From an optimization exercise on the open Yosys and OpenROAD flow, aimed at small area and a short achievable clock period; shortcuts taken in it are not production practice.
Only simulation tests tie the RTL to the original design; equivalence was not proved.
Power is estimated from default activity; no workload was simulated.

==> flow/design.v, too long to show whole: its modules and the start of the top module <==
// module num_rpad: 10 lines
// module num_sneg: 8 lines
// module num_sabs: 8 lines
// module num_min: 9 lines
// module num_max: 9 lines
// module num_smin: 9 lines
// module num_smax: 9 lines
// module num_ssignbit: 8 lines
// module num_sadd: 17 lines
// module num_smul: 47 lines
// module smul_q31: 814 lines
// module sq_benc: 10 lines
// module sq_bpp: 10 lines
// module sq_fa: 10 lines
// module sq_ha: 9 lines
module smul_q31 (
    input  logic        clk,
    input  logic        reset,
    input  logic        go,
    input  logic [31:0] left,
    input  logic [31:0] right,
    output logic [31:0] out,
    output logic        done
);
  // ...
==> flow/flow/run.sh <==
#!/bin/bash
# The standard synthesis and layout, except that the input and output
# ports are buffered with buf_2 cells rather than the flow's default choice.
set -euo pipefail
bash standard.sh synth > synth.log 2>&1
export BUFFER_PORTS_ARGS="-buffer_cell sky130_fd_sc_hd__buf_2"
bash standard.sh > layout.log 2>&1
==> flow/standard.sh <==
#!/bin/bash
# synth_recipe.tcl (not shown) runs the flow's synth.tcl, then flattens the netlist and writes it again
# the make line also repeats each setting of config.mk as NAME=value (left out here)
make -C /OpenROAD-flow-scripts/flow DESIGN_CONFIG=/design/flow/config.mk WORK_HOME=/design/flow/orfs CLKGATE_MAP_FILE= SYNTH_SCRIPT=/design/flow/synth_recipe.tcl "${@:-finish}"
==> flow/config.mk <==
export PLATFORM = sky130hd
export DESIGN_NAME = smul_q31
export DESIGN_NICKNAME = smul_q31
export VERILOG_FILES = /design/flow/design.v
export SDC_FILE = /design/flow/constraint.sdc
export NUM_CORES = 4
export LEC_CHECK = 0
export CAP_MARGIN = 20
export CORE_MARGIN = 2
export CORE_UTILIZATION = 45
export SETUP_SLACK_MARGIN = 2.5
export SLEW_MARGIN = 20
export SYNTH_HIERARCHICAL = 1
export SYNTH_MINIMUM_KEEP_SIZE = 0
==> flow/constraint.sdc <==
create_clock -name core_clock -period 8.0 [get_ports {clk}]
set_input_delay 1.6000 -clock core_clock [delete_from_list [all_inputs] [get_ports {clk}]]
set_output_delay 1.6000 -clock core_clock [all_outputs]
set_load 0.01 [all_outputs]
==> results.yml, run 1 <==
power_and_ir_drop:
  power.net_switching_mw: 5.203
  ir_drop_mv: 0.2408
  total_power_mw: 10.20
  swShare_pct: 51.03
flow_run:
  cap_violations: 0
critical_path:
  crit_cells: 16
  rrSetupSlack_ps: 2830
  reg2reg_from: "d0"
synthesis:
  ys_seq_area_share_pct: 10.22
  netlist_area_um2: 17240
  ys_seq_elements: 88
  yosys.area_share.simple_pct: 5.320
  muxShareOfSynthArea_pct: 0.06532
cells_and_area:
  syn_to_final_growth_pct: 14.51
  n_fill_cell: 3357
  reg_top3: "sa (42), sb (42)"
routing:
  ant_nets: 0
  top_layer: "met4"
  drc_errors: 0
global_routing:
  antenna_found_initial: 1
  grt_overflow: 0
  met1_usage_pct: 42.56
  first_global_vias: 13330
floorplan:
  num_rows: 71
  fp.dieW_um: 199.7
  die-area_um2: 39890
  start_util_pct: 45.77
timing:
  finalCriticalPeriod_ps: 5402
outcome:
  status: "no timing/DRC/antenna violations"
placement:
  post-place-ws_ps: 1242
==> run 2: changes to the inputs <==
==> flow/flow/run.sh (replaced) <==
#!/bin/bash
# The standard synthesis and layout, with two changes to how the layout
# is made:
#  - after synthesis, the Booth selector gates (a22oi) are set to their
#    smallest drive strength (the placement's repair steps resize them again
#    where timing needs it);
#  - the input and output ports are buffered with buf_2 cells rather than
#    the flow's default choice;
#  - after global routing, gates off the critical paths are downsized
#    (ORFS's RECOVER_POWER step).
set -euo pipefail
bash standard.sh synth > synth.log 2>&1
R=orfs/results/sky130hd/smul_q31/base
cat > downsize.tcl <<TCL
read_db $R/1_synth.odb
set db [ord::get_db]
set m1 [\$db findMaster sky130_fd_sc_hd__a22oi_1]
set n 0
foreach inst [[ord::get_db_block] getInsts] {
  if {[[\$inst getMaster] getName] eq "sky130_fd_sc_hd__a22oi_2"} {
    \$inst swapMaster \$m1
    incr n
  }
}
puts "downsized \$n a22oi_2 to a22oi_1"
write_db $R/1_synth.odb
TCL
openroad -no_init -exit downsize.tcl > downsize.log 2>&1
export BUFFER_PORTS_ARGS="-buffer_cell sky130_fd_sc_hd__buf_2"
export RECOVER_POWER=100
bash standard.sh > layout.log 2>&1
==> results.yml, run 2 <==
outcome:
  status: "no timing/DRC/antenna violations"
critical_path:
  crit_arrival_ps: 6850
  rr_worst_depth: 11
  cp.required_ps: 8240
  r2r-end: "sb[28]"
  end_kind: "flop"
  rrSetupSlack_ps: 2310
  crit_type: "input port to flop"
  crit_fanout: 10
  reg2reg_from: "d0"
  cp-start-kind: "input port"
power_and_ir_drop:
  p_leak_nw: 7.034
  power.net_switching_mw: 4.920
  swShare_pct: 50.81
  ir_drop_mv: 0.2428
  seq_power_share_pct: 13.5
  p_per_area_nw_per_um2: 526.4
  comb_power_share_pct: 82.0
  p_int_mw: 4.764
  clockPowerShare_pct: 4.5
floorplan:
  num_rows: 68
  fp.dieW_um: 192.1
  die-area_um2: 36890
  die_y_um: 192.1
  ios: 100
  core_um2: 34710
  start_util_pct: 45.85
cells_and_area:
  multi_input_area_um2: 14460
  n_fill_cell: 3113
  reg_top3: "sa (42), sb (42)"
  final_util_pct: 53.00
  final_common_cell: "fa_1"
  num_antenna_cells: 0
  syn_to_final_growth_pct: 15.57
  drive_gt1_share_pct: 13.31
  stdcell_count: 2078
  finalNetCount: 2053
  area.sequential_um2: 1762
  final_cell_mix: "289 x fa_1, 283 x xnor2_1, 254 x a22oi_1, 88 x dfxtp_1, 78 x buf_2"
global_routing:
  grt_max_degree: 76
  grt_overflow: 0
  grt_usage_pct: 33.69
  antenna_found_initial: 0
  grt_pass1_wl_um: 90060
  first_global_vias: 13860
routing:
  vias: 13560
  route.met2.wl_um: 27220
  routed-wl-met3_um: 6443
  viasPerCell: 6.527
  wl_met1_um: 23520
  wirelength_um: 60740
  drtIter0Drc: 1359
  top_layer: "met4"
  first_pass_iters: 7
  ant_nets: 0
  drc_errors: 0
  wl_per_cell_um: 29.23
timing:
  max_freq_mhz: 151.2
  setup_ws_ps: 1388
  fin_setup_tns_ps: 0
  finalCriticalPeriod_ps: 6612
  rsz0062_at_grt: "no"
  worstMarginPinSlew_ps: 1078
  finalHoldViolCount: 0
  slew_viol_final: 0
  fin_crit_sh_pct: 82.65
  setup_viol: 0
  skew_ps: 16.51
  max-slew-margin-rel_pct: 28.11
placement:
  io_buffers: 99
  routabilityCongestion: 0.9332
  placedCellCount: 2004
  post-place-ws_ps: 1305
  hpwl_um: 39670
clock_network:
  cts_tree: "built"
  cts_hold_buf: 0
  cts_max_level: 3
  cts_buffers: 9
  clk-insertion-delay-late_ps: 370
  cts-root-buf: "clkbuf_16"
  cts_max_path_buffers: 2
  cts_sinks: 88
  path_clk_slew_ps: 60
worst_hold_path:
  worstHoldEndpoint: "d1"
  worstHoldStart: "d0"
  min_path_cells: 1
  min-delay-path-class: "flop to flop"
synthesis:
  syn_area_per_cell_um2: 10.83
  netlist_area_um2: 15920
  yosys_warnings: 7
  postSynthCellCount: 1470
flow_run:
  cap_violations: 0
run 2: repair_timing:
action                     4_1_cts  5_1_grt
setup endpoints to repair       69       45
gates resized for setup         37       12
pin swaps                       19        6
gates cloned                    14        2
buffers inserted                35       10
run 2: worst max path at each step:
stage	from	endpoint	slack, ps
finish	go	sb[28]	1390
global route	go	sl	1270
CTS	go	sb[22]	2480
detailed placement	go	sb[29]	1300
global placement	go	sb[29]	1380
floorplan	go	sb[11]	2470
run 2: final cells by class:
type | instances | share of cell area [%]
timing repair buffer | 162 | 6.849
tap | 455 | 3.095
clock inverter | 1 | 0.1632
clock buffer | 12 | 1.340
sequential | 88 | 9.576
multi-input combinational | 1341 | 78.59
inverter | 19 | 0.3877
run 2: worst max-delay path, cell delays in order:
cell	delay, ps
clkbuf_1	140
nor2b_1	240
clkbuf_1	520
a22o_1	600
nand2_1	300
o22ai_1	900
a22oi_1	220
xnor2_1	190
ha_1	320
fa_1	480
fa_1	390
fa_1	510
fa_1	410
run 2: per-layer routing:
metal,vias to the layer above,GRT usage (%)
met5,-,0
met4,0,17.29
met3,202,9.117
met2,774,51.46
met1,6930,43.93
li1,5658,-
run 2: power groups by stage:
stage / logic (mW) / clock network, mW / registers (mW)
finish: 7.94 / 0.433 / 1.31
global route: 9.02 / 0.453 / 1.31
CTS: 8.00 / 0.438 / 1.29
detailed placement: 7.83 / 0 / 1.29
global placement: 7.58 / 0 / 1.30
floorplan: 5.83 / 0 / 1.02
run 2: per-stage QoR:
step	hold WS [ps]	cell area (um^2)	power [mW]
after floorplan	460.3	16240	6.849
after global placement	591.4	17230	8.879
after detailed placement	585.3	17260	9.125
after CTS	593.9	18390	9.725
after global routing	642.3	18400	10.78
final	614.0	18400	9.684
==> run 3: changes to the inputs <==
--- a/flow/flow/run.sh
+++ b/flow/flow/run.sh
@@ -5,9 +5,7 @@
 #    smallest drive strength (the placement's repair steps resize them again
 #    where timing needs it);
 #  - the input and output ports are buffered with buf_2 cells rather than
-#    the flow's default choice;
-#  - after global routing, gates off the critical paths are downsized
-#    (ORFS's RECOVER_POWER step).
+#    the flow's default choice.
 set -euo pipefail
 bash standard.sh synth > synth.log 2>&1
 R=orfs/results/sky130hd/smul_q31/base
@@ -27,5 +25,4 @@
 TCL
 openroad -no_init -exit downsize.tcl > downsize.log 2>&1
 export BUFFER_PORTS_ARGS="-buffer_cell sky130_fd_sc_hd__buf_2"
-export RECOVER_POWER=100
 bash standard.sh > layout.log 2>&1
==> results.yml, run 3 <==
floorplan:
  die_y_um: 192.1
  fp.dieW_um: 192.1
  die-area_um2: 36890
  ios: 100
  start_util_pct: 45.85
  core_um2: 34710
  num_rows: 68
synthesis:
  syn_area_per_cell_um2: 10.83
  postSynthCellCount: 1470
  netlist_area_um2: 15920
  yosys_warnings: 7
critical_path:
  crit_cells: 14
  cp-start-kind: "input port"
  critical_path.startpoint: "go"
  cp.required_ps: 8230
  crit_arrival_ps: 5700
  crit_slowest_cell: "fa_1"
  cp_num_buf_inv: 3
  r2r-end: "sb[22]"
  crit_type: "input port to flop"
  reg2reg_from: "d0"
  rrSetupSlack_ps: 2930
  end_kind: "flop"
  endpoint: "sb[22]"
  max_stage_delay_ps: 510
  rr_worst_depth: 8
  cp_common_cell: "fa_1"
  crit_path_cell_trace: "buf_2 > nor2b_2 > buf_4 > a22o_4 > nand2b_1 > o22ai_4 > buf_6 > a22oi_1 > xnor2_1 > fa_1 > fa_1 > fa_1 > fa_1 > fa_1"
  cp_top_family: "adder cells"
  crit_fanout: 13
clock_network:
  cts_max_path_buffers: 2
  cts_max_level: 3
  cts_sinks: 88
  clk-insertion-delay-late_ps: 370
  cts_buffers: 9
  path_clk_slew_ps: 60
  cts_tree: "built"
  cts-root-buf: "clkbuf_16"
  cts_hold_buf: 0
global_routing:
  first_global_vias: 13860
  grt_usage_pct: 33.69
  grt_pass1_wl_um: 90060
  antenna_found_initial: 0
  grt_overflow: 0
  grt_max_degree: 76
timing:
  finalHoldViolCount: 0
  setup_ws_ps: 2538
  worstMarginPinSlew_ps: 945.9
  max_freq_mhz: 183.1
  setup_viol: 0
  finalCriticalPeriod_ps: 5462
  max-slew-margin-rel_pct: 36.84
  skew_ps: 16.03
  slew_viol_final: 0
  fin_crit_sh_pct: 68.28
  fin_setup_tns_ps: 0
  rsz0062_at_grt: "no"
cells_and_area:
  reg_top3: "sa (42), sb (42)"
  drive_gt1_share_pct: 15.83
  finalNetCount: 2053
  final_cell_mix: "289 x fa_1, 283 x xnor2_1, 254 x a22oi_1, 99 x buf_2, 88 x dfxtp_1"
  num_antenna_cells: 0
  design_area_um2: 18560
  final_util_pct: 53.47
  syn_to_final_growth_pct: 16.61
  final_common_cell: "fa_1"
placement:
  place_area_um2: 17260
  post-place-ws_ps: 1305
  routabilityCongestion: 0.9332
  hpwl_um: 39670
  io_buffers: 99
power_and_ir_drop:
  ir_drop_mv: 0.2409
  p_per_area_nw_per_um2: 525.7
  p_leak_nw: 7.153
routing:
  wirelength_um: 60810
  viasPerCell: 6.531
  vias: 13570
  drc_errors: 0
  ant_nets: 0
  wl_per_cell_um: 29.26
  drtIter0Drc: 1416
  first_pass_iters: 6
outcome:
  status: "no timing/DRC/antenna violations"
flow_run:
  cap_violations: 0
worst_hold_path:
  min-delay-path-class: "flop to flop"
-- run 3: worst register-to-register path: cells and delay by family, from the launching register on --
kind | cells | cell delay, ps
adder cells (fa/ha/maj) | 5 | 2580
buffers and inverters | 1 | 770
AND/OR/NAND/NOR | 1 | 730
flip-flops | 1 | 510
AO/OA/AOI/OAI | 1 | 360
-- run 3: power by group --
part           leakage [nW]  internal, mW  switching (mW)
sequential            0.742         0.891           0.423
combinational          6.28          3.66            4.35
clock                 0.135         0.246           0.189
total                  7.15          4.80            4.96
-- run 3: cell type report --
cell class                 instances  area [um^2]
timing repair buffer             162         1305
clock buffer                      12        246.5
sequential                        88         1762
fill                            3083        16150
inverter                          19        71.32
multi-input combinational       1341        14580
clock inverter                     1        30.03
tap                              455        569.3
-- run 3: worst min path at each step --
stage	from	end	slack, ps	depth (start not counted)
finish	d0	d1	630	1
global route	d0	d1	650	1
CTS	d0	d1	590	1
detailed placement	d0	d1	590	1
global placement	d0	d1	590	1
floorplan	d0	d1	460	1
-- run 3: stage by stage --
stage	hold slack [ps]	cells	total power, mW
3_5_place_dp	585.3	2004	9.125
6_report	628.6	2078	9.757
5_1_grt	651.6	2078	10.86
4_1_cts	593.9	2066	9.725
3_3_place_gp	591.4	2003	8.879
2_1_floorplan	460.3	1477	6.849
-- run 3: metal layers --
layer / GRT usage, % / part of all wire [%]
met2: 51.46 / 45
met4: 17.29 / 5.6
met3: 9.117 / 10
met1: 43.93 / 39
met5: 0 / 0
-- run 3: timing repair --
item                                    in CTS  in global routing
gates cloned                                14                  2
endpoints found under the setup margin      69                 45
resized for setup                           37                 12
buffers inserted                            35                 10
pin swaps                                   19                  6

==> static timing again, ports no longer ideal <==
Ports are ideal in the flow. The routed layouts listed here were re-timed in OpenROAD. Step 1 (the two cells are an assumption about what drives the block):
set clk [get_ports {clk}]
set_driving_cell -lib_cell sky130_fd_sc_hd__clkbuf_16 $clk
set_driving_cell -lib_cell sky130_fd_sc_hd__buf_2 [delete_from_list [all_inputs] $clk]
Step 2 adds t to the input delays and takes it off the output delays; t is the mean of the earliest and latest rising clock arrival at the registers after step 1. Input paths then give back, and output paths get back, about the clock's delay inside the block. a / b / c = ideal / step 1 / step 2; a / b = the first two.
run	shift t [ns]	setup WS [ns]	worst setup path at the end
run 1	0.408	2.598 / 2.601 / 2.193	input to register
run 2	0.413	1.388 / 1.419 / 1.006	input to register
run 3	0.413	2.538 / 2.572 / 2.159	input to register
After both steps every run listed still meets setup and hold. For run 1, which loses most, drivers alone change the setup slack by +0.003 ns; drivers and shift together by -0.405 ns.
